Context: an optimization exercise on an open-source flow, tuned for small area and few clock cycles per item. The choices shown serve that exercise and are no tape-out recipe. Only simulation tests tie the RTL to the original design; equivalence was not proved.

== run 1 ==
## calculator
module calculator (
    input  logic clk,
    input  logic rst_n,
    input  logic add_valid,
    output logic add_ack,
    input  logic [WIDTH-1:0] add_a,
    input  logic [WIDTH-1:0] add_b,
    input  logic sub_valid,
    output logic sub_ack,
    input  logic [WIDTH-1:0] sub_a,
    input  logic [WIDTH-1:0] sub_b,
    input  logic mul_valid,
    output logic mul_ack,
    input  logic [WIDTH-1:0] mul_a,
    input  logic [WIDTH-1:0] mul_b,
    output logic result_valid,
    input  logic result_ack,
    output logic [2:0] result_unit,
    output logic [WIDTH-1:0] result
);
parameter WIDTH = 64;  
logic [63:0] mul_s, mul_c;
logic mul_res_valid;
logic g_add, g_sub, g_mul;
mul mul_inst (
    .clk(clk),
    .rst_n(rst_n),
    .mul_valid(mul_valid),
    .mul_ack(mul_ack),
    .mul_a(mul_a),
    .mul_b(mul_b),
    .mul_s(mul_s),
    .mul_c(mul_c),
    .mul_res_valid(mul_res_valid),
    .mul_res_ready(result_ack)
);
arbiter arbiter_inst (
    .clk(clk),
    .rst_n(rst_n),
    .add_valid(add_valid),
    .sub_valid(sub_valid),
    .mul_valid(mul_res_valid),
    .result_ack(result_ack),
    .g_add(g_add),
    .g_sub(g_sub),
    .g_mul(g_mul)
);
assign add_ack = g_add & result_ack;
assign sub_ack = g_sub & result_ack;
assign result_valid = g_mul | ((g_add | g_sub) & result_ack);
assign result_unit = {g_mul, g_sub, g_add};
addsub addsub_inst (
    .x(({64{g_mul}} & mul_s) | ({64{g_add}} & add_a) | ({64{g_sub}} & sub_a)),
    .y(({64{g_mul}} & mul_c) | ({64{g_add}} & add_b) | ({64{g_sub}} & ~sub_b)),
    .cin(g_sub),
    .sum(result)
);
endmodule
export LEC_CHECK = 0
export CAP_MARGIN = 20
export CORE_MARGIN = 2
export CORE_UTILIZATION = 40
export SLEW_MARGIN = 20
export SYNTH_HIERARCHICAL = 1
export SYNTH_MINIMUM_KEEP_SIZE = 0
create_clock -name core_clock -period 9.0 [get_ports {clk}]
standard.sh (not shown) runs the stock make flow with config.mk's settings and CLKGATE_MAP_FILE= SYNTH_SCRIPT=/design/flow/synth_recipe.tcl, a recipe that flattens the netlist after the stock synthesis.
==> flow/flow/run.sh <==
#!/bin/bash
# The standard flow, with the port buffers that placement inserts made of
# the smallest buffer cell (every input and output port still gets one).
set -uo pipefail
bash standard.sh synth > synth.log 2>&1 || exit 1
export BUFFER_PORTS_ARGS="-buffer_cell sky130_fd_sc_hd__buf_1"
bash standard.sh finish > layout.log 2>&1 || exit 1
Testbench counts of run 1, summed over its fixed seeds: cycles 4,633, items 4,259.
Changes in run 2 relative to run 1:
diff --git a/flow/design.v b/flow/design.v
--- a/flow/design.v
+++ b/flow/design.v
@@ -423,35 +423,35 @@
 assign co = (a & b) | (a & c) | (b & c);
 endmodule
 module mul (
   input  logic clk,
   input  logic rst_n,
   input  logic mul_valid,
   output logic mul_ack,
   input  logic [63:0] mul_a,
   input  logic [63:0] mul_b,
   output logic [63:0] mul_s,
-  output logic [63:0] mul_c,
+  output logic [20:0] mul_cs,
   output logic mul_res_valid,
   input  logic mul_res_ready
 );
   logic [1:0] cnt;
   logic full;
   logic [63:0] rs, rc;
   logic [20:0] rcs;
   wire hold = full & ~mul_res_ready;
   wire adv  = mul_valid & ~hold;
   wire last = (cnt == 2'd2);
   assign mul_ack = mul_valid & last;
   assign mul_res_valid = full;
   assign mul_s = rs;
-  assign mul_c = rc;
+  assign mul_cs = rcs;
   wire accen = (cnt != 2'd0) | hold;
   always_ff @(posedge clk or negedge rst_n)
     if (!rst_n) begin
       cnt  <= 2'd0;
       full <= 1'b0;
     end else begin
       cnt  <= (adv & ~last) ? cnt + 2'd1 : 2'd0;
       full <= (adv & last) | hold;
     end
   logic [63:0] x;
@@ -1840,32 +1840,40 @@
     input  logic mul_valid,
     output logic mul_ack,
     input  logic [WIDTH-1:0] mul_a,
     input  logic [WIDTH-1:0] mul_b,
     output logic result_valid,
     input  logic result_ack,
     output logic [2:0] result_unit,
     output logic [WIDTH-1:0] result
 );
 parameter WIDTH = 64;  
+localparam CSB = 3;
+localparam NC = 63 / CSB;
 logic [63:0] mul_s, mul_c;
+logic [NC-1:0] mul_cs;
+always_comb begin
+    mul_c = 64'd0;
+    for (int i = 0; i < NC; i++)
+        mul_c[CSB * (i + 1)] = mul_cs[i];
+end
 logic mul_res_valid;
 logic g_add, g_sub, g_mul;
 mul mul_inst (
     .clk(clk),
     .rst_n(rst_n),
     .mul_valid(mul_valid),
     .mul_ack(mul_ack),
     .mul_a(mul_a),
     .mul_b(mul_b),
     .mul_s(mul_s),
-    .mul_c(mul_c),
+    .mul_cs(mul_cs),
     .mul_res_valid(mul_res_valid),
     .mul_res_ready(result_ack)
 );
 arbiter arbiter_inst (
     .clk(clk),
     .rst_n(rst_n),
     .add_valid(add_valid),
     .sub_valid(sub_valid),
     .mul_valid(mul_res_valid),
     .result_ack(result_ack),
## What came out
- Critical path depth for run 2: 1 up relative to run 1
- Sort run 1 and run 2 by die outline area asc -> top: run 2
- Standard cell with the maximum stage delay on the critical path: o41ai_2 -> run 2, buf_4 -> run 1
- When run 2 is measured against run 1, its final cell count turns out about 1.3% lower.
- Changes observed in run 2 relative to run 1: routed wire length went down by about 1%, worst setup slack went up by 0.0080 ns, worst hold margin was more or less identical.
Testbench counts of run 2, summed over its fixed seeds: cycles 4,633, items 4,259.

## port drivers added, routing unchanged
The flow's constraints put no driver on any port. The routed layouts listed below were extracted and timed again, unchanged, in two steps.
Step 1 assumes that a clkbuf_16 drives the clock port and a buf_2 every other input.
Step 2 moves the port delays by t, midway between the first and last clock arrival at a register: inputs arrive t later, outputs are due t later. That takes back most of the time a late clock gives input paths.
Three values: ideal ports, drivers, drivers and shift; two values: the first two.
| run | t (ns) | setup slack, ns | latest minus earliest clock arrival (ns) | worst register clock-pin slew, ns |
|---|---|---|---|---|
| run 1 | 0.440 | 0.770 / 0.745 / 0.745 | 0.015 / 0.015 | 0.08 / 0.08 |
| run 2 | 0.432 | 0.778 / 0.758 / 0.758 | 0.011 / 0.010 | 0.07 / 0.07 |
After both steps setup and hold are still met in every run listed. For run 1, which loses most, drivers alone change the setup slack by -0.025 ns; drivers and shift together by -0.025 ns.
